From an optimization exercise on the open Yosys and OpenROAD flow, aimed at small area, a short achievable clock period and few clock cycles; shortcuts taken in it are not production practice. Where RTL was checked, it was by simulation tests only, not by an equivalence proof against the original. No functional check of the RTL was part of run 7. No activity file was given, so power comes from the tool's default toggle rates.

[design/flow/run.sh]
#!/bin/bash
# synth_recipe.tcl (not shown) runs the flow's synth.tcl, then flattens the netlist and writes it again
# the make line also repeats each setting of config.mk as NAME=value (left out here)
make -C /OpenROAD-flow-scripts/flow DESIGN_CONFIG=/design/flow/config.mk WORK_HOME=/design/flow/orfs CLKGATE_MAP_FILE= SYNTH_SCRIPT=/design/flow/synth_recipe.tcl finish
[design/flow/config.mk]
export PLATFORM = sky130hd
export DESIGN_NAME = mips32
export DESIGN_NICKNAME = mips32
export VERILOG_FILES = /design/flow/design.v
export SDC_FILE = /design/flow/constraint.sdc
export NUM_CORES = 8
export LEC_CHECK = 0
export CAP_MARGIN = 20
export CORE_MARGIN = 2
export CORE_UTILIZATION = 40
export SETUP_SLACK_MARGIN = 5
export SLEW_MARGIN = 20
[design/flow/constraint.sdc]
create_clock -name core_clock -period 8.0 [get_ports {clk}]
set_input_delay 1.6000 -clock core_clock [delete_from_list [all_inputs] [get_ports {clk}]]
set_output_delay 1.6000 -clock core_clock [all_outputs]
set_load 0.01 [all_outputs]
[design/flow/design.v]
module mips32(
  input clk,
  input rst,
  output [9:0] imem_addr,
  input [31:0] imem_rdata,
  output [9:0] dmem_addr,
  output [31:0] dmem_wdata,
  output dmem_we,
  output dmem_re,
  input [31:0] dmem_rdata,
  output halted
);
  localparam NB = 4;       
  reg [9:0] fpc;           
  reg v_q, pred_q;         
  reg [9:0] pc_q;
  reg v_sk, pred_sk;       
  reg [9:0] pc_sk;
  reg [31:0] sk;
  reg v_id, pred_id;       
  reg [9:0] pc_id;
  reg [31:0] ir;
  reg [31:1] sa, sb;       
  reg stop;                
  reg halt_r;
  reg [NB-1:0] bt_v;
  reg [9:0] bt_pc [0:NB-1];
  reg [9:0] bt_tg [0:NB-1];
  reg [1:0] bt_ptr;
  reg v_ex, ld_ex, st_ex, br_ex, bnez_ex, wr_ex, pred_ex;
  reg f_arith, f_cin, f_slt, f_xor, f_and, f_or;
  reg [4:0] rd_ex;
  reg [31:0] Ax, Bx;
  reg [9:0] Tx;            
  reg [9:0] pc_ex;
  reg ld_mem, wr_mem, we_mem, re_mem;
  reg [4:0] rd_mem;
  reg [31:0] alu_mem, d_mem;
  reg [9:0] addr_mem;
  reg ld_wb, wr_wb;
  reg [4:0] rd_wb;
  reg [31:0] alu_wb;
  reg [31:0] rf [1:31];
  wire [31:0] w_data = ld_wb ? dmem_rdata : alu_wb;
  wire [31:0] opa = Ax;
  wire [31:0] opb = Bx;
  wire [33:0] sum2 = {1'b0, opa, 1'b1} + {1'b0, opb, f_cin};   
  wire [32:0] sum = sum2[33:1];
  wire [31:0] alux = ({32{f_arith}} & sum[31:0])
                   | ({32{f_slt}} & {31'd0, sum[32]})
                   | ({32{f_xor}} & (opa ^ opb))
                   | ({32{f_and}} & (opa & opb))
                   | ({32{f_or}}  & (opa | opb));
  wire taken = bnez_ex ^ (opa == 32'd0);
  wire misp = v_ex & br_ex & (taken ^ pred_ex);
  wire [9:0] fix_pc = taken ? Tx : pc_ex + 10'd1;
  wire bt_alloc = v_ex & br_ex & taken & ~pred_ex;
  wire [5:0] op  = ir[31:26];
  wire [4:0] rd  = ir[25:21];
  wire [4:0] rs1 = ir[20:16];
  wire [4:0] rs2 = ir[15:11];
  wire [4:0] rsb = op[5] ? rd : rs2;       
  wire is_alu = ~op[5] & (op[3:0] <= 4'd5);
  wire is_ld  = (op == 6'b110000);
  wire is_st  = (op == 6'b110001);
  wire is_br  = (op[5:1] == 5'b11010);
  wire is_hlt = (op == 6'b111111);
  wire is_imm = ~op[5] & op[4];
  wire use_a  = is_alu | is_ld | is_st | is_br;
  wire use_b  = (is_alu & ~op[4]) | is_st;
  reg ex_a, ex_b, mem_a, mem_b, wb_a, wb_b, hz;
  wire stall = v_id & ~stop & hz;
  wire live = v_id & ~stop & ~misp;
  reg [31:0] ra, rb;
  integer k;
  always @(*) begin
    ra = 32'd0;
    rb = 32'd0;
    for (k = 1; k < 32; k = k + 1) begin
      ra = ra | ({32{sa[k]}} & rf[k]);
      rb = rb | ({32{sb[k]}} & rf[k]);
    end
  end
  wire is_inv = ~op[5] & ((op[3:0] == 4'd1) | (op[3:0] == 4'd5));    
  wire [31:0] simm = {{16{ir[15]}}, ir[15:0]};
  wire [9:0] target = pc_id + 10'd1 + ir[9:0];
  reg bt_hit;
  reg [9:0] bt_next;
  always @(*) begin
    bt_hit = 1'b0;
    bt_next = fpc + 10'd1;
    for (k = 0; k < NB; k = k + 1)
      if (bt_v[k] & (bt_pc[k] == fpc)) begin
        bt_hit = 1'b1;
        bt_next = bt_tg[k];
      end
  end
  wire drop = stall & v_sk & v_q;
  wire [31:0] ir_in = v_sk ? sk : imem_rdata;
  wire [4:0] rs1_in = ir_in[20:16];
  wire [4:0] rsb_in = ir_in[31] ? ir_in[25:21] : ir_in[15:11];
  reg [31:1] sa_in, sb_in;
  always @(*)
    for (k = 1; k < 32; k = k + 1) begin
      sa_in[k] = (rs1_in == k);
      sb_in[k] = (rsb_in == k);
    end
  wire [5:0] op_in = ir_in[31:26];
  wire alu_in = ~op_in[5] & (op_in[3:0] <= 4'd5);
  wire use_a_in = alu_in | (op_in == 6'b110000) | (op_in == 6'b110001) | (op_in[5:1] == 5'b11010);
  wire use_b_in = (alu_in & ~op_in[4]) | (op_in == 6'b110001);
  wire [4:0] rs1_n = stall ? rs1 : rs1_in;
  wire [4:0] rsb_n = stall ? rsb : rsb_in;
  wire use_a_n = stall ? use_a : use_a_in;
  wire use_b_n = stall ? use_b : use_b_in;
  wire issue = v_id & ~stop & ~stall;      
  wire wr_id = (is_alu | is_ld) & (rd != 5'd0);
  wire ex_a_n  = issue & wr_id & (rd == rs1_in);
  wire ex_b_n  = issue & wr_id & (rd == rsb_in);
  wire mem_a_n = v_ex & wr_ex & (rd_ex == rs1_n);
  wire mem_b_n = v_ex & wr_ex & (rd_ex == rsb_n);
  wire wb_a_n  = wr_mem & (rd_mem == rs1_n);
  wire wb_b_n  = wr_mem & (rd_mem == rsb_n);
  wire hz_n = (is_ld & ((use_a_in & ex_a_n) | (use_b_in & ex_b_n))) |
              (ld_ex & ((use_a_n & mem_a_n) | (use_b_n & mem_b_n)));
  assign imem_addr = fpc;
  always @(posedge clk) begin
    if (rst) begin
      fpc <= 10'd0;
      v_q <= 1'b0;
      v_sk <= 1'b0;
      v_id <= 1'b0;
      stop <= 1'b0;
      halt_r <= 1'b0;
      v_ex <= 1'b0;
      wr_mem <= 1'b0;
      we_mem <= 1'b0;
      re_mem <= 1'b0;
      wr_wb <= 1'b0;
      bt_v <= {NB{1'b0}};
      bt_ptr <= 2'd0;
    end
    else begin
      fpc <= misp ? fix_pc : drop ? pc_q : bt_next;
      v_q <= ~misp & ~drop;
      if (misp) begin
        v_sk <= 1'b0;
        v_id <= 1'b0;
      end
      else if (stall) begin
        if (~v_sk) v_sk <= v_q;
      end
      else begin
        v_sk <= v_sk & v_q;
        v_id <= v_sk | v_q;
      end
      if (live & ~stall & is_hlt) stop <= 1'b1;
      halt_r <= stop;
      v_ex <= live & ~stall & use_a;
      wr_mem <= v_ex & wr_ex;
      we_mem <= v_ex & st_ex;
      re_mem <= v_ex & ld_ex;
      wr_wb <= wr_mem;
      if (bt_alloc) begin
        bt_v[bt_ptr] <= 1'b1;
        bt_ptr <= bt_ptr + 2'd1;
      end
    end
    ex_a <= ex_a_n;
    ex_b <= ex_b_n;
    mem_a <= mem_a_n;
    mem_b <= mem_b_n;
    wb_a <= wb_a_n;
    wb_b <= wb_b_n;
    hz <= hz_n;
    pc_q <= fpc;
    pred_q <= bt_hit;
    if (~stall | ~v_sk) begin
      sk <= imem_rdata;
      pc_sk <= pc_q;
      pred_sk <= pred_q;
    end
    if (~stall) begin
      ir <= ir_in;
      sa <= sa_in;
      sb <= sb_in;
      pc_id <= v_sk ? pc_sk : pc_q;
      pred_id <= v_sk ? pred_sk : pred_q;
    end
    if (bt_alloc) begin
      bt_pc[bt_ptr] <= pc_ex;
      bt_tg[bt_ptr] <= Tx;
    end
    ld_ex <= is_ld;
    st_ex <= is_st;
    br_ex <= is_br;
    bnez_ex <= op[0];
    pred_ex <= pred_id;
    pc_ex <= pc_id;
    wr_ex <= wr_id;
    rd_ex <= rd;
    f_arith <= ~op[5] & ((op[3:0] == 4'd0) | (op[3:0] == 4'd1));
    f_cin <= ~op[5] & (op[3:0] == 4'd1);
    f_xor <= ~op[5] & (op[3:0] == 4'd2);
    f_and <= ~op[5] & (op[3:0] == 4'd3);
    f_or  <= ~op[5] & (op[3:0] == 4'd4);
    f_slt <= ~op[5] & (op[3:0] == 4'd5);
    Ax <= ex_a ? alux : mem_a ? alu_mem : wb_a ? w_data : ra;
    Bx <= {32{is_inv}} ^ (is_imm ? simm : ex_b ? alux : mem_b ? alu_mem : wb_b ? w_data : rb);
    Tx <= is_br ? target : ir[9:0];
    ld_mem <= ld_ex;
    rd_mem <= rd_ex;
    alu_mem <= alux;
    d_mem <= opb;
    addr_mem <= opa[9:0] + Tx;
    ld_wb <= ld_mem;
    rd_wb <= rd_mem;
    alu_wb <= alu_mem;
    if (wr_wb) rf[rd_wb] <= w_data;
  end
  assign dmem_addr  = addr_mem;
  assign dmem_wdata = d_mem;
  assign dmem_we    = we_mem;
  assign dmem_re    = re_mem;
  assign halted     = halt_r;
endmodule
==> results of run 1 <==
[routing by layer]
metal,track usage [%],up-vias,share of wire [%]
met1,39.3,24286,33
met4,21.7,18,8.5
met2,48.0,5046,42
met5,0.952,-,0.17
met3,14.6,1533,16
li1,-,19143,-
[layout by cell type, fill, tap and decap left out, types with 148 or more instances in the layout]
cell type / n
edfxtp_1: 1220
clkbuf_16: 159
a22oi_1: 456
a21oi_1: 177
a221oi_1: 257
dfxtp_1: 227
nand4_1: 148
nand2_1: 155
a22o_1: 256
buf_4: 183
inv_1: 154
nor2_1: 150
[final cells by class]
class                           instances  area (um2)  area share (%)
Clock buffer                          195        4130            5.62
Antenna cell                            4        10.0          0.0136
Clock inverter                         81         714           0.971
Sequential cell                      1483       42000            57.1
Timing Repair Buffer                  334        2950            4.00
Multi-Input combinational cell       2693       20600            28.0
Tap cell                             2058        2570            3.50
Inverter                              158         606           0.823
[where the power goes]
| part | internal [mW] | total [mW] | switching (mW) |
|---|---|---|---|
| Sequential | 8.72 | 8.90 | 0.183 |
| Combinational | 0.774 | 2.27 | 1.49 |
| Clock | 3.96 | 7.04 | 3.09 |
[repair_timing]
item                       in CTS  in global routing
cloned                          0                  1
pin swaps                      30                 52
buffers inserted               38                 37
hold buffers                    0                  0
resized for setup             280                163
setup endpoints to repair     222                 84
[state kept, by name, summed over array words and instances, names as in the netlist, 31 cells and up]
signal / cells
rf: 992
bt_pc: 40
bt_tg: 40
Ax: 32
Bx: 32
alu_mem: 32
alu_wb: 32
d_mem: 32
ir: 32
sk: 32
sa: 31
sb: 31
[through the flow]
| stage | util, % | instance area, um2 | cells | worst slack (ps) | total power [mW] |
|---|---|---|---|---|---|
| after CTS | 46.5 | 72700 | 6963 | 5000 | 18.0 |
| after global routing | 47.0 | 73500 | 7003 | 4940 | 18.6 |
| after floorplan | - | 63100 | 4643 | 4670 | 10.2 |
| final | 47.0 | 73600 | 7006 | 4910 | 18.2 |
| after global placement | 42.8 | 67000 | 6649 | 3770 | 11.0 |
| after detailed placement | 42.8 | 67000 | 6649 | 3810 | 11.0 |
[path summary, 6_finish.rpt]
path,to,depth (start not counted),startpoint
max,Ax[28],8,sa[16]
min,pred_ex,0,pred_id
max reg2reg,Ax[28],8,sa[16]
min reg2reg,pred_ex,0,pred_id
[critical path, stage by stage, from the launching register on]
cell      delay (ps)
edfxtp_1         750
buf_6            440
a22o_1           330
a221oi_1         200
nand4_1          200
nor3_4           460
a211oi_1         140
a21oi_1          190
o21ai_0          150
[cell families (layout without fill, tap and decap cells)]
logic type	count (synthesis)	in the layout	share of synthesized area, %
DFF	1483	1483	66.5
buffers and inverters	467	768	2.84
AOI/OAI and AO/OA	1530	1530	18.3
other	0	4	0
muxes	112	112	1.94
and+or+nand+nor	809	809	6.46
xor gates and xnor gates	149	149	2.07
adders and majority gates	93	93	1.88
==> key figures, run 1 <==
Critical path
  • Maximum fanout along the worst path: 25
  • CP Class: register to register
  • Data arrival, critical path: 3730 ps
  • Critical Path Start Type: register
  • R2R Setup Slk: 4910 ps
  • Critical path required time: 8640 ps
  • Kind of end point of the critical path: register

Power
  • VDD IR max: 0.246 mV
  • PD cells: 248 mW/mm2
  • Pleak: 25.1 nW

STA
  • WHS: 326 ps
  • Slew Viols, Final: 0
  • Setup TNS: 0 ps
  • Fmax: 323 MHz
  • Slew margin rel.: 20.3%
  • Worst-Margin Slew: 1200 ps
  • Tcrit/Tclk final: 38.7%
  • RSZ-0062 raised after global routing: yes
  • Fin. Hold Viols: 0
  • Skew final: 37.8 ps
  • Final setup fails: 0
  • Fin crit period: 3090 ps

Routing
  • Wire per inst: 39.3 um
  • Post-route DRC violation count: 0
  • Initial DRC count: 10600
  • Post-route ant nets: 0
  • Via density: 7.14
  • Total Routed Length: 275000 um
  • First-pass DRT Iterations: 14
  • Routed via count: 50026

Synth
  • #FFs+latches synth: 1483
  • EDFF count, synth: 1220
  • Warnings from Yosys: 1
  • Mapped Area: 0.0630 mm2
  • Syn avg cell area: 13.6 um2
  • Synth area leaders: edfxtp_1 (58%), dfxtp_1 (8.4%), a22oi_1 (5.4%)
  • Post-synthesis cell count: 4643
  • Post-synth top cells: edfxtp_1 (1220), a22oi_1 (456), a221oi_1 (265)
  • Post-synthesis sequential area ratio: 66.5%
  • Share of the synthesized area in the top cell type: 58.1%
  • Syn Nets: 4802
  • Post-synth top flop: edfxtp_1
  • Cell with the most instances after synthesis: edfxtp_1
  • FFs w/ async S/R, synth: 0%
  • Synth unique cells: 88
  • Synth area leader: edfxtp_1

Clock network
  • Cts bufs inserted: 149
  • Root Buffer: clkbuf_16
  • Clk Latency, worst-skew pair: 830 ps
  • CTS tree: built
  • Clk slew on worst S/H paths: 60 ps
  • Clock buffer depth: 3
  • CTS sink cnt: 1483
  • H-tree depth reported by CTS: 4

Final layout
  • Fillers: 13673
  • Fraction of layout cells with a size suffix above 1: 15.0%
  • Nets: 4978
  • Area growth syn-to-layout: 16.7%

Floorplanning
  • Overall die height: 401 um
  • Die X-Extent: 401 um
  • Starting density of the core: 40.3%
  • Die ar.: 0.161 mm2
  • I/O Pins: 121
  • Site row count: 145
  • Placeable Area: 0.156 mm2

GRT
  • Antenna violations before repair: 9
  • Vias in the first global route: 46986
  • First-pass GRT wire length: 372000 um
  • Total gr overflow: 0
  • All-layer global routing usage: 32.9%
  • Pin count of the biggest net entering global routing: 80

Hold path
  • Worst min-delay path class: register to register

Place
  • Port bufs: 120
  • Dpl hpwl: 145000 um
  • Final Wtd Congestion: 0.927

Outcome
  • Outcome: finished clean

Run
  • Max Cap Viol: 0
Testbench counts, summed over its fixed seeds: cycles 269,706.
==> run 2, diff against run 1 <==
--- a/design/flow/config.mk
+++ b/design/flow/config.mk
@@ -8,5 +8,6 @@
 export CAP_MARGIN = 20
 export CORE_MARGIN = 2
 export CORE_UTILIZATION = 40
+export PLACE_DENSITY = 0.5
 export SETUP_SLACK_MARGIN = 5
 export SLEW_MARGIN = 20
==> run 2 against run 1 <==
Compared with the run above:
- count of clock-buffer cells in the layout rose by 13
- clock skew fell by 6.8 ps
- synthesized cell count did not move
- flip-flop and latch count did not move
- combinational power rose by 6%
- sequential share of layout area fell by 1.0 points
- routed wire length rose by 7.1%
- final cell count rose by 0.81%
- critical path depth fell by 5
- final area rose by 1.9%
- worst setup slack got worse by 53 ps
- via count fell by 0.66%
==> key figures, run 2 <==
Synth
  • Syn avg cell area: 13.6 um2
  • #FFs+latches synth: 1483
  • Post-synth top flop: edfxtp_1
  • Cell with the most instances after synthesis: edfxtp_1
  • Mapped Area: 0.0630 mm2
  • Share of the synthesized area in the top cell type: 58.1%
  • Post-synthesis cell count: 4643
  • Warnings from Yosys: 1
  • EDFF count, synth: 1220
  • FFs w/ async S/R, synth: 0%
  • Post-synthesis sequential area ratio: 66.5%
  • Synth area leader: edfxtp_1
  • Syn Nets: 4802
  • Synth unique cells: 88
  • Synth area leaders: edfxtp_1 (58%), dfxtp_1 (8.4%), a22oi_1 (5.4%)
  • Post-synth top cells: edfxtp_1 (1220), a22oi_1 (456), a221oi_1 (265)

Clock network
  • H-tree depth reported by CTS: 4
  • CTS tree: built
  • CTS Hold Buffers Added: 0
  • Root Buffer: clkbuf_16
  • Clk slew on worst S/H paths: 60 ps
  • CTS sink cnt: 1483
  • Clock buffer depth: 3
  • Clk Latency, worst-skew pair: 820 ps
  • Cts bufs inserted: 159

Routing
  • Wire per inst: 41.8 um
  • Total Routed Length: 295000 um
  • Initial DRC count: 9485
  • Post-route DRC violation count: 0
  • Routed via count: 49697
  • First-pass DRT Iterations: 8
  • Via density: 7.04
  • Post-route ant nets: 0

Critical path
  • Critical path required time: 8370 ps
  • Crit. Startpoint: dmem_rdata[12]
  • Critical Path Start Type: input port
  • Crit path depth: 3
  • CP Class: input port to register
  • Worst r2r src: sa[11]
  • Kind of end point of the critical path: register
  • Crit-path cells: clkdlybuf4s50_1 > mux2i_1 > inv_1
  • FF-to-FF End: Ax[20]
  • Slowest stage cell, crit path: mux2i_1
  • Data arrival, critical path: 3520 ps
  • Worst Reg-to-Reg Cells: 8
  • Worst path max stage delay: 730 ps
  • R2R Setup Slk: 4910 ps
  • Crit path capture: rf[17][12]
  • WP buf/inv: 2
  • Maximum fanout along the worst path: 31
  • Kind of cell adding the most delay to the critical path: buffers and inverters

Place
  • Final Wtd Congestion: 0.919
  • Dpl hpwl: 155000 um
  • Placed Area: 0.0672 mm2
  • Placed cells: 6669
  • Port bufs: 120

Final layout
  • Fraction of layout cells with a size suffix above 1: 16.8%
  • Largest registers: rf: 992 flops, bt_pc: 40 flops, bt_tg: 40 flops
  • Post-layout util: 47.9%
  • Area growth syn-to-layout: 18.8%
  • Post-route cell area: 0.0749 mm2
  • Commonest non-fill, non-tap cells in the layout: edfxtp_1 (1220), a22oi_1 (455), a22o_1 (256)
  • Fillers: 13737
  • Most common cell after layout, fill and taps aside: edfxtp_1
  • Top reg by flops: rf
  • Max FFs per register: 992
  • Area of the multi-input gates: 0.0208 mm2
  • Register area: 0.0420 mm2
  • Fin cells: 7063
  • Nets: 5028

STA
  • Slew Viols, Final: 0
  • Tcrit/Tclk final: 39.3%
  • Slew margin rel.: 18.8%
  • Setup TNS: 0 ps
  • Fin. Hold Viols: 0
  • Skew final: 31.0 ps
  • Worst-Margin Slew: 1220 ps
  • Fin crit period: 3150 ps
  • Fmax: 318 MHz
  • Final setup fails: 0
  • RSZ-0062 raised after global routing: yes
  • WHS: 329 ps

GRT
  • Antenna violations before repair: 11
  • Pin count of the biggest net entering global routing: 71
  • Total gr overflow: 0
  • Vias in the first global route: 46642
  • First-pass GRT wire length: 392000 um
  • All-layer global routing usage: 35.1%

Floorplanning
  • Die ar.: 0.161 mm2
  • Die X-Extent: 401 um
  • Starting density of the core: 40.3%
  • Overall die height: 401 um
  • Site row count: 145
  • Placeable Area: 0.156 mm2
  • I/O Pins: 121

Power
  • PD cells: 252 mW/mm2
  • VDD IR max: 0.241 mV
  • Pleak: 25.6 nW

Hold path
  • Worst min-delay path class: register to register

Outcome
  • Outcome: finished clean

Run
  • Max Cap Viol: 0
[run 2: cell counts after synthesis]
Identical to the previous run, type by type.
[run 2: through the flow]
| stage | total power, mW | setup slack, ps |
|---|---|---|
| global route | 19.3 | 4900 |
| finish | 18.8 | 4850 |
| detailed placement | 11.1 | 3780 |
| floorplan | 10.2 | 4670 |
| CTS | 18.6 | 5000 |
| global placement | 11.1 | 3870 |
[run 2: where the power goes]
group	switching, mW	leakage [nW]	internal [mW]	total, mW
Clock	3.24	2.53	4.31	7.55
Sequential	0.179	13.7	8.72	8.90
Combinational	1.57	9.30	0.829	2.40
Total	4.99	25.6	13.9	18.8
[run 2: layout make-up]
type | instances | area share (%)
diodes | 8 | 0.0267
clock buffers | 208 | 5.81
clock inverters | 81 | 1.19
inverters | 158 | 0.853
multi-input cells | 2693 | 27.8
flip-flops and latches | 1483 | 56.1
well taps | 2058 | 3.44
repair buffers | 373 | 4.87
repair inverters | 1 | 0.0100
[run 2: what timing repair did]
item / CTS / global route
resized for setup: 323 / 239
gates cloned: 0 / 6
setup buffers: 32 / 54
pin swaps: 26 / 77
setup endpoints to repair: 218 / 202
[run 2: worst reg2reg max path, cell delays in order (launching register included)]
cell,delay [ps]
edfxtp_1,550
buf_4,510
a22o_1,400
a221oi_1,250
nand4_1,150
nor3_1,700
a211oi_1,140
a21oi_1,160
o21ai_0,80
[run 2: logic make-up (layout without fill, tap and decap cells)]
logic type      after synthesis  after routing  share of synthesized area [%]
compound gates             1530           1530                           18.3
flops                      1483           1483                           66.5
simple gates                809            809                           6.46
buf+inv                     467            821                           2.84
xor+xnor                    149            149                           2.07
mux                         112            112                           1.94
fa+ha+maj                    93             93                           1.88
other cells                   0              8                              0
[run 2: worst min-delay path by stage]
stage | from | endpoint | cells after the start
final | ld_mem | ld_wb | 0
after global routing | ld_mem | ld_wb | 0
after CTS | ld_mem | ld_wb | 0
after detailed placement | ld_mem | ld_wb | 0
after global placement | ld_mem | ld_wb | 0
after floorplan | ld_mem | ld_wb | 0
[run 2: routing by layer]
layer	GRT usage, %	share of wire [%]
met5	0.506	0.035
met4	17.7	6.6
met3	13.7	15
met2	52.8	43
met1	43.8	36
==> run 3, diff against run 2 <==
--- a/design/flow/config.mk
+++ b/design/flow/config.mk
@@ -8,6 +8,7 @@
 export CAP_MARGIN = 20
 export CORE_MARGIN = 2
 export CORE_UTILIZATION = 40
-export PLACE_DENSITY = 0.5
+export CTS_CLUSTER_DIAMETER = 100
+export CTS_CLUSTER_SIZE = 20
 export SETUP_SLACK_MARGIN = 5
 export SLEW_MARGIN = 20
==> run 3 against run 2 <==
Compared with the run above:
- via count fell by 1.2%
- clock power down 39%
- worst hold slack improved by 6.7 ps
- largest cell class unchanged
- largest power group unchanged
==> key figures, run 3 <==
Outcome
  • Outcome: finished clean

Routing
  • Post-route DRC violation count: 0
  • Post-route ant nets: 0
  • Initial DRC count: 9807
  • Routed via count: 49092
  • First-pass DRT Iterations: 9
  • Via density: 7.16
  • Total Routed Length: 274000 um
  • Wire per inst: 39.9 um

Clock network
  • CTS tree: built
  • Clk slew on worst S/H paths: 90 ps
  • Root Buffer: clkbuf_16
  • CTS sink cnt: 1483
  • H-tree depth reported by CTS: 3
  • Cts bufs inserted: 84
  • Clk Latency, worst-skew pair: 770 ps
  • Clock buffer depth: 3

Final layout
  • Max FFs per register: 992
  • Area growth syn-to-layout: 13.0%
  • Post-route cell area: 0.0712 mm2
  • Fin cells: 6859
  • Commonest non-fill, non-tap cells in the layout: edfxtp_1 (1220), a22oi_1 (456), a221oi_1 (257)
  • Fraction of layout cells with a size suffix above 1: 12.3%
  • Most common cell after layout, fill and taps aside: edfxtp_1
  • Largest registers: rf: 992 flops, bt_pc: 40 flops, bt_tg: 40 flops
  • Nets: 4913
  • Top reg by flops: rf

Critical path
  • CP Class: register to register
  • Worst r2r src: sb[19]
  • Maximum fanout along the worst path: 32
  • Slowest stage cell, crit path: nor4_4
  • Kind of end point of the critical path: register
  • R2R Setup Slk: 4860 ps
  • Crit. Startpoint: sb[19]
  • Crit-path cells: buf_4 > a221oi_1 > nand3_1 > nor4_4 > a211oi_1 > a211oi_1 > a211oi_1 > a21oi_1 > xnor2_1
  • Kind of cell adding the most delay to the critical path: compound AO/OA/AOI/OAI gates
  • Crit path depth: 9
  • Worst Reg-to-Reg Cells: 9
  • WP buf/inv: 1
  • Worst path max stage delay: 750 ps
  • Critical Path Most Common Cell: a211oi_1
  • Data arrival, critical path: 3820 ps
  • Critical path required time: 8680 ps
  • Critical Path Start Type: register
  • FF-to-FF End: Bx[2]

Synth
  • Mapped Area: 0.0630 mm2
  • Share of the synthesized area in the top cell type: 58.1%
  • Cell with the most instances after synthesis: edfxtp_1
  • Synth area leader: edfxtp_1
  • Post-synthesis sequential area ratio: 66.5%
  • FFs w/ async S/R, synth: 0%
  • Post-synth top flop: edfxtp_1
  • Warnings from Yosys: 1
  • Syn Nets: 4802
  • Synth unique cells: 88
  • Syn avg cell area: 13.6 um2
  • #FFs+latches synth: 1483
  • Synth area leaders: edfxtp_1 (58%), dfxtp_1 (8.4%), a22oi_1 (5.4%)
  • Post-synth top cells: edfxtp_1 (1220), a22oi_1 (456), a221oi_1 (265)
  • Post-synthesis cell count: 4643
  • EDFF count, synth: 1220

GRT
  • Total gr overflow: 0
  • Pin count of the biggest net entering global routing: 80
  • All-layer global routing usage: 32.7%
  • First-pass GRT wire length: 369000 um
  • Antenna violations before repair: 10
  • Vias in the first global route: 46269

STA
  • Fin crit period: 3140 ps
  • Slew margin rel.: 19.1%
  • Slew Viols, Final: 0
  • Fin. Hold Viols: 0
  • Fmax: 319 MHz
  • Tcrit/Tclk final: 39.2%
  • Skew final: 43.7 ps
  • RSZ-0062 raised after global routing: yes
  • Final setup fails: 0
  • Setup TNS: 0 ps
  • Worst-Margin Slew: 1210 ps

Place
  • Dpl hpwl: 145000 um
  • Final Wtd Congestion: 0.927
  • Placed cells: 6649
  • Port bufs: 120
  • Placed Area: 0.0670 mm2

Floorplanning
  • Die ar.: 0.161 mm2
  • Site row count: 145
  • Overall die height: 401 um
  • Die X-Extent: 401 um
  • Placeable Area: 0.156 mm2
  • I/O Pins: 121
  • Starting density of the core: 40.3%

Hold path
  • Min-delay src: ld_mem
  • Worst min-delay path class: register to register
  • Hold depth: 0
  • Min-Delay Endpoint: ld_wb

Power
  • Pleak: 23.9 nW
  • VDD IR max: 0.171 mV
  • PD cells: 222 mW/mm2

Run
  • Max Cap Viol: 0
[run 3: cell counts after synthesis]
Identical to the previous run, type by type.
[run 3: layer usage]
layer  vias to the layer above  track usage (%)  wire, um
li1                      18897                -         -
met1                     23756             39.6     92000
met2                      4882             47.8    113000
met3                      1534             13.2     44200
met4                        23             21.4     23500
met5                         -            0.922       359
[run 3: timing repair]
action / in CTS / in global routing
gates resized for setup: 228 / 168
setup buffers: 40 / 35
cloned: 0 / 1
pin swaps: 28 / 54
endpoints found under the setup margin: 219 / 104
hold buffers: 0 / 0
[run 3: final cells by class]
| cell class | count | area, um2 |
|---|---|---|
| fill | 13852 | 85200 |
| clock inverter | 6 | 76.3 |
| multi-input combinational | 2693 | 20700 |
| timing repair inverter | 1 | 5.00 |
| antenna | 3 | 7.51 |
| timing repair buffer | 333 | 2990 |
| sequential | 1483 | 42000 |
| inverter | 158 | 604 |
| tap | 2058 | 2570 |
| clock buffer | 124 | 2320 |
[run 3: worst reg2reg max path: stages, from the launching register on]
cell,delay (ps)
edfxtp_1,380
buf_4,450
a221oi_1,430
nand3_1,180
nor4_4,750
a211oi_1,160
a211oi_1,270
a211oi_1,80
a21oi_1,220
xnor2_1,140
[run 3: worst max path at each step]
stage	endpoint	slack (ps)
floorplan	hz	4670
global placement	hz	3770
detailed placement	hz	3810
CTS	Bx[16]	5000
global route	Bx[2]	4880
finish	Bx[2]	4860
[run 3: power by group]
group	internal, mW	leakage (nW)	switching (mW)
sequential	8.71	13.7	0.181
combinational	0.781	9.04	1.50
clock	2.02	1.15	2.59
total	11.5	23.9	4.27
[run 3: kinds of logic (layout without fill, tap and decap cells)]
group	after synthesis	in the layout	share of synthesized area, %
AOI/OAI and AO/OA	1530	1530	18.3
xor gates and xnor gates	149	149	2.07
adders and majority gates	93	93	1.88
buffers and inverters	467	622	2.84
DFF	1483	1483	66.5
muxes	112	112	1.94
other	0	3	0
and+or+nand+nor	809	809	6.46
[run 3: per-stage QoR]
| stage | power [mW] | util [%] | setup slack, ps | hold WS, ps |
|---|---|---|---|---|
| floorplan | 10.2 | - | 4670 | 310 |
| global route | 16.1 | 45.5 | 4880 | 353 |
| detailed placement | 11.0 | 42.8 | 3810 | 322 |
| CTS | 15.5 | 44.9 | 5000 | 337 |
| finish | 15.8 | 45.5 | 4860 | 336 |
| global placement | 11.0 | 42.8 | 3770 | 317 |
==> run 4, diff against run 3 <==
--- a/design/flow/design.v
+++ b/design/flow/design.v
@@ -68,7 +68,7 @@
   wire is_imm = ~op[5] & op[4];
   wire use_a  = is_alu | is_ld | is_st | is_br;
   wire use_b  = (is_alu & ~op[4]) | is_st;
-  reg ex_a, ex_b, mem_a, mem_b, wb_a, wb_b, hz;
+  reg a_ex, a_mem, a_wb, a_rf, b_imm, b_ex, b_mem, b_wb, b_rf, hz;
   wire stall = v_id & ~stop & hz;
   wire live = v_id & ~stop & ~misp;
   reg [31:0] ra, rb;
@@ -99,12 +99,6 @@
   wire [31:0] ir_in = v_sk ? sk : imem_rdata;
   wire [4:0] rs1_in = ir_in[20:16];
   wire [4:0] rsb_in = ir_in[31] ? ir_in[25:21] : ir_in[15:11];
-  reg [31:1] sa_in, sb_in;
-  always @(*)
-    for (k = 1; k < 32; k = k + 1) begin
-      sa_in[k] = (rs1_in == k);
-      sb_in[k] = (rsb_in == k);
-    end
   wire [5:0] op_in = ir_in[31:26];
   wire alu_in = ~op_in[5] & (op_in[3:0] <= 4'd5);
   wire use_a_in = alu_in | (op_in == 6'b110000) | (op_in == 6'b110001) | (op_in[5:1] == 5'b11010);
@@ -123,6 +117,14 @@
   wire wb_b_n  = wr_mem & (rd_mem == rsb_n);
   wire hz_n = (is_ld & ((use_a_in & ex_a_n) | (use_b_in & ex_b_n))) |
               (ld_ex & ((use_a_n & mem_a_n) | (use_b_n & mem_b_n)));
+  wire imm_in = ~op_in[5] & op_in[4];
+  wire imm_n = stall ? is_imm : imm_in;
+  reg [31:1] sa_n, sb_n;
+  always @(*)
+    for (k = 1; k < 32; k = k + 1) begin
+      sa_n[k] = (rs1_n == k);
+      sb_n[k] = (rsb_n == k);
+    end
   assign imem_addr = fpc;
   always @(posedge clk) begin
     if (rst) begin
@@ -166,13 +168,18 @@
         bt_ptr <= bt_ptr + 2'd1;
       end
     end
-    ex_a <= ex_a_n;
-    ex_b <= ex_b_n;
-    mem_a <= mem_a_n;
-    mem_b <= mem_b_n;
-    wb_a <= wb_a_n;
-    wb_b <= wb_b_n;
+    a_ex  <= ex_a_n;
+    a_mem <= ~ex_a_n & mem_a_n;
+    a_wb  <= ~ex_a_n & ~mem_a_n & wb_a_n;
+    a_rf  <= ~ex_a_n & ~mem_a_n & ~wb_a_n;
+    b_imm <= imm_n;
+    b_ex  <= ~imm_n & ex_b_n;
+    b_mem <= ~imm_n & ~ex_b_n & mem_b_n;
+    b_wb  <= ~imm_n & ~ex_b_n & ~mem_b_n & wb_b_n;
+    b_rf  <= ~imm_n & ~ex_b_n & ~mem_b_n & ~wb_b_n;
     hz <= hz_n;
+    sa <= sa_n;
+    sb <= sb_n;
     pc_q <= fpc;
     pred_q <= bt_hit;
     if (~stall | ~v_sk) begin
@@ -182,8 +189,6 @@
     end
     if (~stall) begin
       ir <= ir_in;
-      sa <= sa_in;
-      sb <= sb_in;
       pc_id <= v_sk ? pc_sk : pc_q;
       pred_id <= v_sk ? pred_sk : pred_q;
     end
@@ -205,8 +210,9 @@
     f_and <= ~op[5] & (op[3:0] == 4'd3);
     f_or  <= ~op[5] & (op[3:0] == 4'd4);
     f_slt <= ~op[5] & (op[3:0] == 4'd5);
-    Ax <= ex_a ? alux : mem_a ? alu_mem : wb_a ? w_data : ra;
-    Bx <= {32{is_inv}} ^ (is_imm ? simm : ex_b ? alux : mem_b ? alu_mem : wb_b ? w_data : rb);
+    Ax <= ({32{a_ex}} & alux) | ({32{a_mem}} & alu_mem) | ({32{a_wb}} & w_data) | ({32{a_rf}} & ra);
+    Bx <= {32{is_inv}} ^ (({32{b_imm}} & simm) | ({32{b_ex}} & alux) | ({32{b_mem}} & alu_mem)
+                          | ({32{b_wb}} & w_data) | ({32{b_rf}} & rb));
     Tx <= is_br ? target : ir[9:0];
     ld_mem <= ld_ex;
     rd_mem <= rd_ex;
==> run 4 against run 3 <==
Compared with the run above:
- maximum frequency increased by 1.5%
- register-to-register slack improved by 50 ps
- flip-flop and latch count increased by 3
- sequential power about the same
- core utilization decreased by 0.58 points
- non-clock buffer count decreased by 75
- clock power decreased by 1%
- clock skew increased by 12 ps
- worst setup slack improved by 45 ps
==> key figures, run 4 <==
Final layout
  • Most common cell after layout, fill and taps aside: edfxtp_1
  • Post-layout util: 45.0%
  • Fraction of layout cells with a size suffix above 1: 13.2%
  • Max FFs per register: 992
  • Nets: 4632
  • Fillers: 13627
  • Commonest non-fill, non-tap cells in the layout: edfxtp_1 (1158), a221oi_1 (327), a22o_1 (311)
  • Area growth syn-to-layout: 12.0%
  • Largest registers: rf: 992 flops, bt_pc: 40 flops, bt_tg: 40 flops
  • Top reg by flops: rf

Clock network
  • Cts bufs inserted: 84
  • Clk Latency, worst-skew pair: 760 ps
  • H-tree depth reported by CTS: 3
  • CTS sink cnt: 1486
  • Clock buffer depth: 3
  • Root Buffer: clkbuf_16
  • CTS tree: built
  • Clk slew on worst S/H paths: 90 ps

Place
  • Port bufs: 120
  • Final Wtd Congestion: 0.939
  • Dpl hpwl: 137000 um
  • Dpl ws: 3870 ps

Hold path
  • Worst min-delay path class: register to register
  • Min-delay src: ld_mem
  • Hold depth: 0
  • Min-Delay Endpoint: ld_wb

Synth
  • EDFF count, synth: 1158
  • Post-synth top cells: edfxtp_1 (1158), dfxtp_1 (328), a221oi_1 (327)
  • XOR/XNOR Fraction of Synth Area: 2.20%
  • Synth area leaders: edfxtp_1 (56%), dfxtp_1 (11%), a221oi_1 (4.6%)
  • Post-Synth Simple-Gate Area: 6.40%
  • Syn Nets: 4578
  • Adder-Cell Fraction of Synth Area: 1.93%
  • Compound-Gate Fraction of Synth Area: 18.0%
  • Syn avg cell area: 13.9 um2
  • Share of the synthesized area in the top cell type: 56.4%
  • Synth area leader: edfxtp_1
  • Post-synthesis sequential area ratio: 67.1%
  • FFs w/ async S/R, synth: 0%
  • Warnings from Yosys: 1
  • Cell with the most instances after synthesis: edfxtp_1
  • Main combinational cell family by area after synthesis: compound AO/OA/AOI/OAI gates
  • Post-synth top flop: edfxtp_1
  • Synth unique cells: 86
  • Mapped Area: 0.0616 mm2
  • Post-synthesis mux area share: 1.84%
  • #FFs+latches synth: 1486
  • Post-synthesis cell count: 4419

Power
  • P_int: 11.4 mW
  • Comb pwr share: 13.0%
  • Overall power: 15.5 mW
  • Sw frac: 26.5%
  • Clock group share of total power: 29.5%
  • Pleak: 22.8 nW
  • PD cells: 224 mW/mm2
  • VDD IR max: 0.169 mV
  • Reg power frac: 57.6%
  • Psw: 4.10 mW

Critical path
  • Kind of end point of the critical path: register
  • Critical path required time: 8630 ps
  • CP Class: register to register
  • Worst path max stage delay: 710 ps
  • Maximum fanout along the worst path: 23
  • Worst r2r src: sb[11]
  • Slowest stage cell, crit path: o21ai_1
  • R2R Setup Slk: 4910 ps
  • Worst Reg-to-Reg Cells: 8
  • Crit-path cells: buf_4 > a22o_1 > a221oi_1 > nand4_1 > o21ai_1 > nand2_1 > a21oi_1 > xnor2_1
  • FF-to-FF End: Bx[13]
  • Critical Path Start Type: register
  • Data arrival, critical path: 3720 ps

STA
  • Final setup fails: 0
  • Slew margin rel.: 19.7%
  • Fin. Hold Viols: 0
  • WHS: 331 ps
  • Fin crit period: 3090 ps
  • Fmax: 324 MHz
  • Final worst-path setup slack: 4910 ps
  • RSZ-0062 raised after global routing: yes
  • Skew final: 55.6 ps
  • Worst-Margin Slew: 1200 ps
  • Slew Viols, Final: 0
  • Tcrit/Tclk final: 38.6%
  • Setup TNS: 0 ps

GRT
  • All-layer global routing usage: 32.6%
  • Total gr overflow: 0
  • Antenna violations before repair: 11
  • Pin count of the biggest net entering global routing: 49
  • First-pass GRT wire length: 358000 um
  • Vias in the first global route: 44284

Floorplanning
  • Site row count: 144
  • Overall die height: 396 um
  • Die X-Extent: 396 um
  • Placeable Area: 0.154 mm2
  • I/O Pins: 121
  • Starting density of the core: 40.1%
  • Die ar.: 0.157 mm2

Routing
  • Routed via count: 47601
  • Wire per inst: 40.4 um
  • Initial DRC count: 10162
  • Post-route ant nets: 0
  • Post-route DRC violation count: 0
  • Total Routed Length: 266000 um
  • First-pass DRT Iterations: 14
  • Via density: 7.24

Run
  • Max Cap Viol: 0

Outcome
  • Outcome: finished clean
[run 4: cell types whose count changed after synthesis, moves of 62 or more]
| cell | before | now |
|---|---|---|
| a221oi_1 | 265 | 327 |
| a22oi_1 | 456 | 293 |
| a222oi_1 | 1 | 109 |
| edfxtp_1 | 1220 | 1158 |
| dfxtp_1 | 263 | 328 |
| a21oi_1 | 187 | 93 |
| a211oi_1 | 120 | 10 |
[run 4: how the worst max path moves through the flow]
stage          slack, ps            from           end  depth (start not counted)
6_report            4910          sb[11]        Bx[13]                          8
3_3_place_gp        3910  imem_rdata[31]            hz                         11
5_1_grt             4830              hz            hz                         12
2_1_floorplan       4700  imem_rdata[31]            hz                         10
4_1_cts             4740          fpc[7]  imem_addr[7]                          1
3_5_place_dp        3870  imem_rdata[31]            hz                         11
[run 4: metal layers]
layer | global-route usage [%] | part of all wire (%) | wire, um
met5 | 1.20 | 0.11 | 293
met4 | 19.4 | 7.6 | 20100
met1 | 40.1 | 34 | 89800
met2 | 47.9 | 42 | 112000
met3 | 13.4 | 16 | 43700
[run 4: cell type report]
cell class                 instances  area, um2  share of cell area [%]
antenna                           12       30.0                  0.0435
clock buffer                     124       2300                    3.33
clock inverter                     6       73.8                   0.107
inverter                         109        415                   0.602
multi-input combinational       2534      19800                    28.6
sequential                      1486      41700                    60.4
tap                             2044       2560                    3.71
timing repair buffer             258       2220                    3.22
[run 4: power groups by stage]
stage                     Sequential (mW)  Clock (mW)  Combinational (mW)
after detailed placement             9.07           0                1.69
after global routing                 8.92        4.82                2.11
final                                8.92        4.56                2.01
after floorplan                      8.91           0                1.07
after CTS                            8.89        4.54                1.77
after global placement               9.07           0                1.67
[run 4: logic make-up (layout without fill, tap and decap cells)]
kind of cell,after synthesis,count (layout)
mux,104,104
simple gates,790,790
compound gates,1392,1392
flops,1486,1486
fa+ha+maj,93,93
other cells,0,12
buf+inv,399,497
xor+xnor,155,155
[run 4: stage by stage]
| step | area [um2] | std cells |
|---|---|---|
| 2_1_floorplan | 61600 | 4419 |
| 3_3_place_gp | 65300 | 6371 |
| 3_5_place_dp | 65300 | 6371 |
| 4_1_cts | 68400 | 6535 |
| 5_1_grt | 69000 | 6563 |
| 6_report | 69000 | 6573 |
[run 4: critical path: cells and delay by family (launching register included)]
kind            cells  cell delay (ps)
compound gates      4             1590
xor+xnor            1               80
flops               1              490
buf+inv             1              440
simple gates        2              360
[run 4: timing repair]
action,CTS,global route
gates cloned,0,0
buffers inserted,34,24
resized for setup,230,95
pin swaps,31,51
hold buffers,0,0
setup endpoints to repair,220,57
Testbench counts of run 4, summed over its fixed seeds: cycles 269,706.
==> run 5, diff against run 4 <==
==> design/flow/flow/run.sh (new file) <==
#!/bin/bash
# Layout flow: the standard flow's own layout (standard.sh, with the standard synthesis
# unchanged), run with plain buffers rather than delay cells on the ports
# and a deeper setup margin for the timing repair steps.
set -euo pipefail
export BUFFER_PORTS_ARGS="-buffer_cell sky130_fd_sc_hd__buf_4"
export SETUP_SLACK_MARGIN=5.3
bash standard.sh > standard.log 2>&1
==> design/flow/standard.sh (new file) <==
#!/bin/bash
# synth_recipe.tcl (not shown) runs the flow's synth.tcl, then flattens the netlist and writes it again
# the make line also repeats each setting of config.mk as NAME=value (left out here)
make -C /OpenROAD-flow-scripts/flow DESIGN_CONFIG=/design/flow/config.mk WORK_HOME=/design/flow/orfs CLKGATE_MAP_FILE= SYNTH_SCRIPT=/design/flow/synth_recipe.tcl "${@:-finish}"
--- a/design/flow/config.mk
+++ b/design/flow/config.mk
@@ -10,5 +10,4 @@
 export CORE_UTILIZATION = 40
 export CTS_CLUSTER_DIAMETER = 100
 export CTS_CLUSTER_SIZE = 20
-export SETUP_SLACK_MARGIN = 5
 export SLEW_MARGIN = 20
removed: design/flow/run.sh
==> run 5 against run 4 <==
Compared with the run above:
- routed wire length up 2.0%
- power rose by 2.7%
- final area is 2.3% higher
- critical path type unchanged
==> key figures, run 5 <==
Routing
  • Wire per inst: 40.5 um
  • Total Routed Length: 271000 um
  • First-pass DRT Iterations: 13
  • Post-route DRC violation count: 0
  • Initial DRC count: 10526
  • Via density: 7.23
  • Post-route ant nets: 0
  • Routed via count: 48393

Synth
  • Post-synthesis cell count: 4419
  • Synth area leaders: edfxtp_1 (56%), dfxtp_1 (11%), a221oi_1 (4.6%)
  • Share of the synthesized area in the top cell type: 56.4%
  • Mapped Area: 0.0616 mm2
  • Cell with the most instances after synthesis: edfxtp_1
  • EDFF count, synth: 1158
  • #FFs+latches synth: 1486
  • Syn avg cell area: 13.9 um2
  • Synth unique cells: 86
  • Post-synth top cells: edfxtp_1 (1158), dfxtp_1 (328), a221oi_1 (327)
  • Warnings from Yosys: 1
  • Synth area leader: edfxtp_1
  • Syn Nets: 4578
  • Post-synth top flop: edfxtp_1
  • Post-synthesis sequential area ratio: 67.1%
  • FFs w/ async S/R, synth: 0%

Final layout
  • Largest registers: rf: 992 flops, bt_pc: 40 flops, bt_tg: 40 flops
  • Commonest non-fill, non-tap cells in the layout: edfxtp_1 (1158), a221oi_1 (325), a22o_1 (311)
  • Max FFs per register: 992
  • Nets: 4744
  • Top reg by flops: rf
  • Fraction of layout cells with a size suffix above 1: 20.6%
  • Fin cells: 6689
  • Area growth syn-to-layout: 14.6%
  • Most common cell after layout, fill and taps aside: edfxtp_1

Place
  • Final Wtd Congestion: 0.939
  • Placed cells: 6377
  • Port bufs: 120
  • Dpl hpwl: 140000 um

GRT
  • All-layer global routing usage: 33.1%
  • Antenna violations before repair: 11
  • First-pass GRT wire length: 364000 um
  • Total gr overflow: 0
  • Pin count of the biggest net entering global routing: 53
  • Vias in the first global route: 45422

STA
  • Fmax: 341 MHz
  • Fin crit period: 2940 ps
  • Slew Viols, Final: 0
  • WHS: 347 ps
  • Fin. Hold Viols: 0
  • Slew margin rel.: 21.8%
  • RSZ-0062 raised after global routing: yes
  • Tcrit/Tclk final: 36.7%
  • Setup TNS: 0 ps
  • Final setup fails: 0
  • Worst-Margin Slew: 1170 ps
  • Skew final: 51.6 ps

Clock network
  • Clk Latency, worst-skew pair: 780 ps
  • CTS Hold Buffers Added: 0
  • Cts bufs inserted: 84
  • H-tree depth reported by CTS: 3
  • CTS tree: built
  • Clk slew on worst S/H paths: 90 ps
  • Clock buffer depth: 3
  • Root Buffer: clkbuf_16
  • CTS sink cnt: 1486

Hold path
  • Worst min-delay path class: register to register
  • Hold depth: 0

Critical path
  • Worst path max stage delay: 920 ps
  • Kind of end point of the critical path: register
  • Maximum fanout along the worst path: 17
  • Critical Path Start Type: register
  • Slowest stage cell, crit path: dfxtp_2
  • Critical path required time: 8610 ps
  • Crit-path cells: buf_4 > a22o_1 > a221oi_1 > nand4_1 > o21ai_0 > nand2_1 > a21oi_1 > xnor2_1
  • Data arrival, critical path: 3540 ps
  • Worst Reg-to-Reg Cells: 8
  • CP Class: register to register

Floorplanning
  • Die ar.: 0.157 mm2
  • Starting density of the core: 40.1%
  • Overall die height: 396 um
  • Site row count: 144
  • Die X-Extent: 396 um
  • Placeable Area: 0.154 mm2
  • I/O Pins: 121

Power
  • Pleak: 23.6 nW
  • PD cells: 225 mW/mm2
  • VDD IR max: 0.200 mV

Run
  • Max Cap Viol: 0

Outcome
  • Outcome: finished clean
## run 5: per-stage QoR
stage	instance area (um2)	setup WS [ps]	power [mW]	util, %
after floorplan	61700	4700	9.99	-
after global placement	65100	4120	10.7	42.4
after detailed placement	65100	4080	10.8	42.4
after CTS	69500	5110	15.6	45.3
after global routing	70600	5060	16.2	46.0
final	70600	5060	15.9	46.0
## run 5: per-layer routing
| layer | GRT usage (%) | wire length, um | vias up |
|---|---|---|---|
| met5 | 0.246 | 147 | - |
| met4 | 21.1 | 22900 | 14 |
| met3 | 13.8 | 44900 | 1472 |
| met2 | 48.4 | 112000 | 5011 |
| met1 | 40.3 | 90300 | 23550 |
| li1 | - | - | 18346 |
## run 5: power breakdown
part / internal (mW) / switching (mW)
clock network: 2.02 / 2.61
registers: 8.63 / 0.270
logic: 0.959 / 1.41
## run 5: cell families (layout without fill, tap and decap cells)
logic type / after synthesis / in the layout / synth area share (%)
DFF: 1486 / 1486 / 67.1
AOI/OAI and AO/OA: 1392 / 1392 / 18.0
and+or+nand+nor: 790 / 794 / 6.40
buffers and inverters: 399 / 611 / 2.48
xor gates and xnor gates: 155 / 155 / 2.20
muxes: 104 / 104 / 1.84
adders and majority gates: 93 / 93 / 1.93
other: 0 / 10 / 0
## run 5: worst max-delay path, delay by kind of cell (launching register included)
family	cells	cell delay (ps)
flip-flops	1	920
AO/OA/AOI/OAI	4	640
buffers and inverters	1	590
AND/OR/NAND/NOR	2	430
XOR/XNOR	1	200
## run 5: path summary, 6_finish.rpt
kind	slack [ps]	end	from
worst max register to register	5060	Bx[23]	sb[2]
worst min-delay path	350	ld_wb	ld_mem
worst min register to register	350	ld_wb	ld_mem
worst max-delay path	5060	Bx[23]	sb[2]
## run 5: final cells by class
class,instances,area [um2]
Clock buffer,130,2320
Inverter,109,419
Multi-Input combinational cell,2538,20300
Fill cell,13453,82900
Timing Repair Buffer,366,3200
Sequential cell,1486,41700
Tap cell,2044,2560
Antenna cell,10,25.0
Clock inverter,6,72.6
## run 5: what timing repair did
item,4_1_cts,5_1_grt
resized for setup,361,147
pin swaps,87,84
setup buffers,103,57
endpoints found under the setup margin,429,264
cloned,0,6
==> run 6, diff against run 5 <==
--- a/design/flow/design.v
+++ b/design/flow/design.v
@@ -14,9 +14,6 @@
   reg [9:0] fpc;           
   reg v_q, pred_q;         
   reg [9:0] pc_q;
-  reg v_sk, pred_sk;       
-  reg [9:0] pc_sk;
-  reg [31:0] sk;
   reg v_id, pred_id;       
   reg [9:0] pc_id;
   reg [31:0] ir;
@@ -95,8 +92,8 @@
         bt_next = bt_tg[k];
       end
   end
-  wire drop = stall & v_sk & v_q;
-  wire [31:0] ir_in = v_sk ? sk : imem_rdata;
+  wire drop = stall & v_q;
+  wire [31:0] ir_in = imem_rdata;
   wire [4:0] rs1_in = ir_in[20:16];
   wire [4:0] rsb_in = ir_in[31] ? ir_in[25:21] : ir_in[15:11];
   wire [5:0] op_in = ir_in[31:26];
@@ -130,7 +127,6 @@
     if (rst) begin
       fpc <= 10'd0;
       v_q <= 1'b0;
-      v_sk <= 1'b0;
       v_id <= 1'b0;
       stop <= 1'b0;
       halt_r <= 1'b0;
@@ -145,17 +141,8 @@
     else begin
       fpc <= misp ? fix_pc : drop ? pc_q : bt_next;
       v_q <= ~misp & ~drop;
-      if (misp) begin
-        v_sk <= 1'b0;
-        v_id <= 1'b0;
-      end
-      else if (stall) begin
-        if (~v_sk) v_sk <= v_q;
-      end
-      else begin
-        v_sk <= v_sk & v_q;
-        v_id <= v_sk | v_q;
-      end
+      if (misp) v_id <= 1'b0;
+      else if (~stall) v_id <= v_q;
       if (live & ~stall & is_hlt) stop <= 1'b1;
       halt_r <= stop;
       v_ex <= live & ~stall & use_a;
@@ -182,15 +169,10 @@
     sb <= sb_n;
     pc_q <= fpc;
     pred_q <= bt_hit;
-    if (~stall | ~v_sk) begin
-      sk <= imem_rdata;
-      pc_sk <= pc_q;
-      pred_sk <= pred_q;
-    end
     if (~stall) begin
       ir <= ir_in;
-      pc_id <= v_sk ? pc_sk : pc_q;
-      pred_id <= v_sk ? pred_sk : pred_q;
+      pc_id <= pc_q;
+      pred_id <= pred_q;
     end
     if (bt_alloc) begin
       bt_pc[bt_ptr] <= pc_ex;
==> design/flow/run.sh (new file) <==
#!/bin/bash
# synth_recipe.tcl (not shown) runs the flow's synth.tcl, then flattens the netlist and writes it again
# the make line also repeats each setting of config.mk as NAME=value (left out here)
make -C /OpenROAD-flow-scripts/flow DESIGN_CONFIG=/design/flow/config.mk WORK_HOME=/design/flow/orfs CLKGATE_MAP_FILE= SYNTH_SCRIPT=/design/flow/synth_recipe.tcl finish
--- a/design/flow/config.mk
+++ b/design/flow/config.mk
@@ -10,4 +10,5 @@
 export CORE_UTILIZATION = 40
 export CTS_CLUSTER_DIAMETER = 100
 export CTS_CLUSTER_SIZE = 20
+export SETUP_SLACK_MARGIN = 5
 export SLEW_MARGIN = 20
removed: design/flow/flow/run.sh
removed: design/flow/standard.sh
==> run 6 against run 5 <==
Compared with the run above:
- worst setup slack worse by 230 ps
- clock skew is 18 ps lower
- final area is 5.6% lower
- combinational power is 18% lower
- largest cell class unchanged
- highest routed layer unchanged
==> key figures, run 6 <==
Synth
  • EDFF count, synth: 1115
  • Share of the synthesized area in the top cell type: 56.0%
  • Post-Synth Simple-Gate Area: 6.17%
  • FFs w/ async S/R, synth: 0%
  • Post-synthesis mux area share: 1.33%
  • Post-synth top cells: edfxtp_1 (1115), a221oi_1 (327), dfxtp_1 (327)
  • Synth unique cells: 88
  • Adder-Cell Fraction of Synth Area: 1.98%
  • Mapped Area: 0.0598 mm2
  • Post-synthesis cell count: 4304
  • Cell with the most instances after synthesis: edfxtp_1
  • Synth area leaders: edfxtp_1 (56%), dfxtp_1 (11%), a221oi_1 (4.8%)
  • Synth area leader: edfxtp_1
  • XOR/XNOR Fraction of Synth Area: 2.31%
  • #FFs+latches synth: 1442
  • Warnings from Yosys: 1
  • Compound-Gate Fraction of Synth Area: 18.8%
  • Post-synthesis sequential area ratio: 66.9%
  • Post-synth top flop: edfxtp_1
  • Syn Nets: 4463
  • Syn avg cell area: 13.9 um2
  • Main combinational cell family by area after synthesis: compound AO/OA/AOI/OAI gates

Routing
  • Met3 routed WL: 42800 um
  • Top sig layer: met5
  • Routed via count: 46329
  • Via density: 7.31
  • Post-route DRC violation count: 0
  • Metal1 wirelength: 88500 um
  • Post-route ant nets: 0
  • Total Routed Length: 265000 um
  • Initial DRC count: 10079
  • Wire per inst: 41.8 um
  • First-pass DRT Iterations: 13
  • Detail Route met2 WL: 112000 um

Final layout
  • Nets: 4511
  • Most common cell after layout, fill and taps aside: edfxtp_1
  • Top reg by flops: rf
  • Largest registers: rf: 992 flops, bt_pc: 40 flops, bt_tg: 40 flops
  • Fraction of layout cells with a size suffix above 1: 11.7%
  • Area growth syn-to-layout: 11.4%
  • Post-route cell area: 0.0666 mm2
  • Max FFs per register: 992
  • Commonest non-fill, non-tap cells in the layout: edfxtp_1 (1115), a221oi_1 (327), a22o_1 (313)

Critical path
  • Critical path required time: 8660 ps
  • R2R Setup Slk: 4830 ps
  • Maximum fanout along the worst path: 26
  • Critical Path Start Type: register
  • CP Class: register to register
  • Data arrival, critical path: 3820 ps
  • Kind of end point of the critical path: register

Hold path
  • Worst min-delay path class: register to register

GRT
  • Antenna violations before repair: 8
  • Total gr overflow: 0
  • Pin count of the biggest net entering global routing: 47
  • First-pass GRT wire length: 357000 um
  • Vias in the first global route: 44001
  • All-layer global routing usage: 33.7%

Floorplanning
  • I/O Pins: 121
  • Starting density of the core: 40.4%
  • Placeable Area: 0.148 mm2
  • Die ar.: 0.153 mm2
  • Die X-Extent: 391 um
  • Site row count: 141
  • Overall die height: 391 um

STA
  • Skew final: 33.2 ps
  • Fmax: 316 MHz
  • RSZ-0062 raised after global routing: yes
  • Worst-Margin Slew: 1160 ps
  • Slew margin rel.: 22.4%
  • Setup TNS: 0 ps
  • Final setup fails: 0
  • Slew Viols, Final: 0
  • Tcrit/Tclk final: 39.6%
  • Fin crit period: 3170 ps
  • Fin. Hold Viols: 0

Clock network
  • Clk Latency, worst-skew pair: 730 ps
  • Clock buffer depth: 3
  • H-tree depth reported by CTS: 3
  • CTS tree: built
  • CTS sink cnt: 1442
  • Clk slew on worst S/H paths: 90 ps
  • Root Buffer: clkbuf_16
  • Cts bufs inserted: 82

Place
  • Dpl hpwl: 140000 um
  • Placed Area: 0.0635 mm2
  • Final Wtd Congestion: 0.925
  • Port bufs: 120

Run
  • Max Cap Viol: 0

Power
  • VDD IR max: 0.171 mV
  • Overall power: 15.0 mW
  • PD cells: 225 mW/mm2
  • Pleak: 22.3 nW

Outcome
  • Outcome: finished clean
==> run 6: cell count changes after synthesis, moves of 8 or more <==
| cell | before | now |
|---|---|---|
| a41oi_1 | 0 | 8 |
| clkbuf_1 | 249 | 239 |
| a21o_1 | 13 | 21 |
| nand2_1 | 209 | 178 |
| edfxtp_1 | 1158 | 1115 |
| o221ai_1 | 15 | 5 |
| mux2_2 | 71 | 41 |
| xor2_1 | 36 | 45 |
| o21ai_0 | 107 | 90 |
| a21oi_1 | 93 | 104 |
| xnor2_1 | 119 | 111 |
==> run 6: final cells by class <==
class | instances | area, um2
Fill cell | 13183 | 81500
Sequential cell | 1442 | 40200
Multi-Input combinational cell | 2469 | 19100
Tap cell | 1930 | 2410
Clock buffer | 129 | 2280
Timing Repair Buffer | 252 | 2150
Inverter | 105 | 397
Clock inverter | 4 | 45.0
Antenna cell | 4 | 10.0
==> run 6: per-stage QoR <==
step | cells | hold slack [ps] | setup slack, ps | util (%)
floorplan | 4304 | 310 | 4610 | -
global placement | 6171 | 328 | 3730 | 42.9
detailed placement | 6171 | 330 | 3760 | 42.9
CTS | 6323 | 350 | 5000 | 44.7
global route | 6331 | 356 | 4910 | 45.0
finish | 6335 | 348 | 4830 | 45.0
==> run 6: cells by family after synthesis <==
family	count (synthesis)
muxes	74
xor gates and xnor gates	157
and+or+nand+nor	747
DFF	1442
buffers and inverters	394
adders and majority gates	93
AOI/OAI and AO/OA	1397
==> run 6: worst max-delay path, cell delays in order (launching register included) <==
cell and delay (ps):
dfxtp_2 510, buf_4 490, a22o_1 310, a221oi_1 300
nand4_1 110, o21ai_0 780, nand3_1 220, a31oi_2 220
xnor2_1 130
==> run 6: worst paths after layout <==
check / endpoint / cells after the start / start
setup / recovery: Bx[29] / 8 / sb[17]
hold / removal: pred_ex / 0 / pred_id
setup reg to reg: Bx[29] / 8 / sb[17]
hold reg to reg: pred_ex / 0 / pred_id
==> run 6: repair_timing <==
action                                  CTS  global route
endpoints found under the setup margin  243           131
endpoints found under the hold margin     0             0
resized for setup                       172            86
pin swaps                                20            22
buffers inserted                         19             7
hold buffers                              0             0
cloned                                    0             1
==> run 6: per-layer routing <==
layer,vias to the layer above,global-route usage (%)
met5,-,0.702
met4,10,21.2
met3,1319,14.2
met2,4524,50.0
met1,22823,40.3
li1,17653,-
==> run 6: report_power, final <==
group          switching (mW)  internal [mW]  total [mW]  leakage [nW]
clock                    2.49           1.97        4.46          1.12
combinational            1.27          0.667        1.94          8.13
sequential              0.225           8.34        8.57          13.1
Testbench counts of run 6, summed over its fixed seeds: cycles 271,754.
==> run 7, diff against run 6 <==
--- a/design/flow/design.v
+++ b/design/flow/design.v
@@ -92,7 +92,6 @@
         bt_next = bt_tg[k];
       end
   end
-  wire drop = stall & v_q;
   wire [31:0] ir_in = imem_rdata;
   wire [4:0] rs1_in = ir_in[20:16];
   wire [4:0] rsb_in = ir_in[31] ? ir_in[25:21] : ir_in[15:11];
@@ -112,8 +111,10 @@
   wire mem_b_n = v_ex & wr_ex & (rd_ex == rsb_n);
   wire wb_a_n  = wr_mem & (rd_mem == rs1_n);
   wire wb_b_n  = wr_mem & (rd_mem == rsb_n);
+  wire hold;
   wire hz_n = (is_ld & ((use_a_in & ex_a_n) | (use_b_in & ex_b_n))) |
               (ld_ex & ((use_a_n & mem_a_n) | (use_b_n & mem_b_n)));
+  assign hold = hz_n & (stall ? v_id : v_q) & ~stop;
   wire imm_in = ~op_in[5] & op_in[4];
   wire imm_n = stall ? is_imm : imm_in;
   reg [31:1] sa_n, sb_n;
@@ -139,8 +140,8 @@
       bt_ptr <= 2'd0;
     end
     else begin
-      fpc <= misp ? fix_pc : drop ? pc_q : bt_next;
-      v_q <= ~misp & ~drop;
+      fpc <= misp ? fix_pc : hold ? fpc : bt_next;
+      v_q <= ~misp;
       if (misp) v_id <= 1'b0;
       else if (~stall) v_id <= v_q;
       if (live & ~stall & is_hlt) stop <= 1'b1;
==> design/flow/flow/run.sh (new file) <==
#!/bin/bash
# Layout flow: the standard flow's own layout (standard.sh, with the standard synthesis
# unchanged), run with plain buffers rather than delay cells on the ports
# and a deeper setup margin for the timing repair steps.
set -euo pipefail
export BUFFER_PORTS_ARGS="-buffer_cell sky130_fd_sc_hd__buf_4"
export SETUP_SLACK_MARGIN=5.3
bash standard.sh > standard.log 2>&1
==> design/flow/standard.sh (new file) <==
#!/bin/bash
# synth_recipe.tcl (not shown) runs the flow's synth.tcl, then flattens the netlist and writes it again
# the make line also repeats each setting of config.mk as NAME=value (left out here)
make -C /OpenROAD-flow-scripts/flow DESIGN_CONFIG=/design/flow/config.mk WORK_HOME=/design/flow/orfs CLKGATE_MAP_FILE= SYNTH_SCRIPT=/design/flow/synth_recipe.tcl "${@:-finish}"
--- a/design/flow/config.mk
+++ b/design/flow/config.mk
@@ -10,5 +10,4 @@
 export CORE_UTILIZATION = 40
 export CTS_CLUSTER_DIAMETER = 100
 export CTS_CLUSTER_SIZE = 20
-export SETUP_SLACK_MARGIN = 5
 export SLEW_MARGIN = 20
removed: design/flow/run.sh
==> run 7 against run 6 <==
Compared with the run above:
- maximum frequency rose by 0.20%
- final cell count rose by 0.55%
- flip-flop and latch count did not move
- non-clock buffer count rose by 45
- clock skew rose by 0.87 ps
- die area fell by 0.14%
- combinational power rose by 16%
- core utilization rose by 0.95 points
- worst setup slack improved by 6.5 ps
- area after synthesis fell by 0.14%
- clock power barely moved
- highest routed layer unchanged
==> key figures, run 7 <==
STA
  • Slew Viols, Final: 0
  • Fmax: 317 MHz
  • RSZ-0062 raised after global routing: yes
  • Fin. Hold Viols: 0
  • Fin crit period: 3160 ps
  • Setup TNS: 0 ps
  • Tcrit/Tclk final: 39.5%
  • Slew margin rel.: 19.7%
  • Final setup fails: 0

Final layout
  • Commonest non-fill, non-tap cells in the layout: edfxtp_1 (1115), a221oi_1 (321), a22o_1 (311)
  • Area of the multi-input gates: 0.0198 mm2
  • Area growth syn-to-layout: 13.8%
  • Most common cell after layout, fill and taps aside: edfxtp_1
  • Fin cells: 6370
  • Top reg by flops: rf
  • Nets: 4553
  • Post-layout util: 45.9%
  • Fillers: 12912

Synth
  • Synth area leaders: edfxtp_1 (56%), dfxtp_1 (11%), a221oi_1 (4.9%)
  • Cell with the most instances after synthesis: edfxtp_1
  • Syn Nets: 4453
  • Synth unique cells: 80
  • Mapped Area: 0.0597 mm2
  • Post-synth top flop: edfxtp_1
  • Synth area leader: edfxtp_1
  • Post-synth top cells: edfxtp_1 (1115), a221oi_1 (331), dfxtp_1 (327)
  • #FFs+latches synth: 1442
  • Post-synthesis cell count: 4294
  • Post-synthesis sequential area ratio: 67.0%
  • EDFF count, synth: 1115
  • Syn avg cell area: 13.9 um2

Floorplanning
  • Overall die height: 390 um
  • I/O Pins: 121
  • Die ar.: 0.152 mm2
  • Starting density of the core: 40.4%
  • Die X-Extent: 390 um
  • Placeable Area: 0.148 mm2

Clock network
  • Clock buffer depth: 3
  • Root Buffer: clkbuf_16
  • CTS Hold Buffers Added: 0
  • CTS sink cnt: 1442
  • H-tree depth reported by CTS: 3
  • CTS tree: built
  • Cts bufs inserted: 82

Routing
  • Post-route DRC violation count: 0
  • Initial DRC count: 9682
  • Total Routed Length: 266000 um
  • Via density: 7.38
  • Wire per inst: 41.7 um
  • First-pass DRT Iterations: 13

Hold path
  • Worst min-delay path class: register to register
  • Min-delay src: ld_mem
  • Min-Delay Endpoint: ld_wb

Critical path
  • Crit-path cells: buf_12 > mux2i_4 > buf_4 > xnor2_1 > nor3_1 > nand4_1 > a2bb2o_1 > and4_1 > nor3_4 > buf_6 > nor2_1 > a41o_1
  • Worst r2r src: stop
  • Worst path max stage delay: 310 ps
  • Critical Path Start Type: input port
  • Kind of end point of the critical path: register
  • Maximum fanout along the worst path: 10
  • FF-to-FF End: fpc[7]
  • CP Class: input port to register
  • Worst Reg-to-Reg Cells: 11
  • Data arrival, critical path: 3780 ps

Outcome
  • Outcome: finished clean

GRT
  • Pin count of the biggest net entering global routing: 49

Run
  • Max Cap Viol: 0

Power
  • PD cells: 227 mW/mm2
  • Pleak: 22.7 nW
  • Overall power: 15.4 mW

Place
  • Dpl hpwl: 139000 um
  • Final Wtd Congestion: 0.926
==> run 7: routing by layer <==
| metal | track usage (%) | part of all wire [%] | routed length, um | vias up |
|---|---|---|---|---|
| li1 | - | - | - | 17714 |
| met1 | 40.7 | 33 | 87600 | 22963 |
| met2 | 49.2 | 42 | 111000 | 4849 |
| met3 | 14.6 | 17 | 44900 | 1468 |
| met4 | 21.4 | 8.3 | 22000 | 24 |
| met5 | 0.287 | 0.14 | 359 | - |
==> run 7: what timing repair did <==
action                                  CTS  global route
pin swaps                                47            78
gates resized for setup                 341           178
buffers inserted                         55            25
gates cloned                              2             1
endpoints found under the setup margin  382           229
==> run 7: logic make-up after synthesis <==
family	after synthesis	synth area share (%)
XOR/XNOR	158	2.32
buffers and inverters	380	2.44
AO/OA/AOI/OAI	1383	18.4
multiplexers	69	1.37
flip-flops	1442	67.0
adder cells (fa/ha/maj)	93	1.99
AND/OR/NAND/NOR	769	6.44
==> run 7: cell type report <==
type	instances	share of cell area, %
timing repair buffer	297	3.92
antenna	6	0.0221
clock inverter	3	0.0552
multi-input combinational	2473	29.2
inverter	98	0.545
clock buffer	121	3.34
sequential	1442	59.4
tap	1930	3.55
==> run 7: worst max-delay path by stage <==
stage / start / end
after floorplan: imem_rdata[31] / fpc[9]
after global placement: imem_rdata[31] / fpc[5]
after detailed placement: imem_rdata[31] / fpc[3]
after CTS: imem_rdata[31] / fpc[9]
after global routing: imem_rdata[31] / fpc[7]
final: imem_rdata[31] / fpc[9]
==> run 7: power by group <==
group          leakage [nW]  switching (mW)  internal, mW
Sequential             13.1           0.279          8.39
Combinational          8.48            1.38         0.877
Clock                  1.11            2.49          1.98
Total                  22.7            4.15          11.2
==> run 7: worst max-delay path: cells and delay by family <==
| kind | cells | cell delay, ps |
|---|---|---|
| multiplexers | 1 | 260 |
| AO/OA/AOI/OAI | 2 | 510 |
| XOR/XNOR | 1 | 110 |
| buffers and inverters | 3 | 480 |
| AND/OR/NAND/NOR | 5 | 800 |
==> run 7: per-stage QoR <==
stage	setup WS, ps	area (um2)	hold slack, ps
final	4840	68000	335
after global placement	3850	63200	315
after CTS	4890	67000	348
after global routing	4700	68000	345
after floorplan	4400	59900	310
after detailed placement	3800	63200	323

Re-timed with assumed drivers on the ports (clkbuf_16 on the clock, buf_2 on other inputs), run 7 has 4.845 ns of setup slack against 4.841 ns with ideal ports, and 4.037 ns once port delays also move by the mid clock arrival of 0.808 ns.
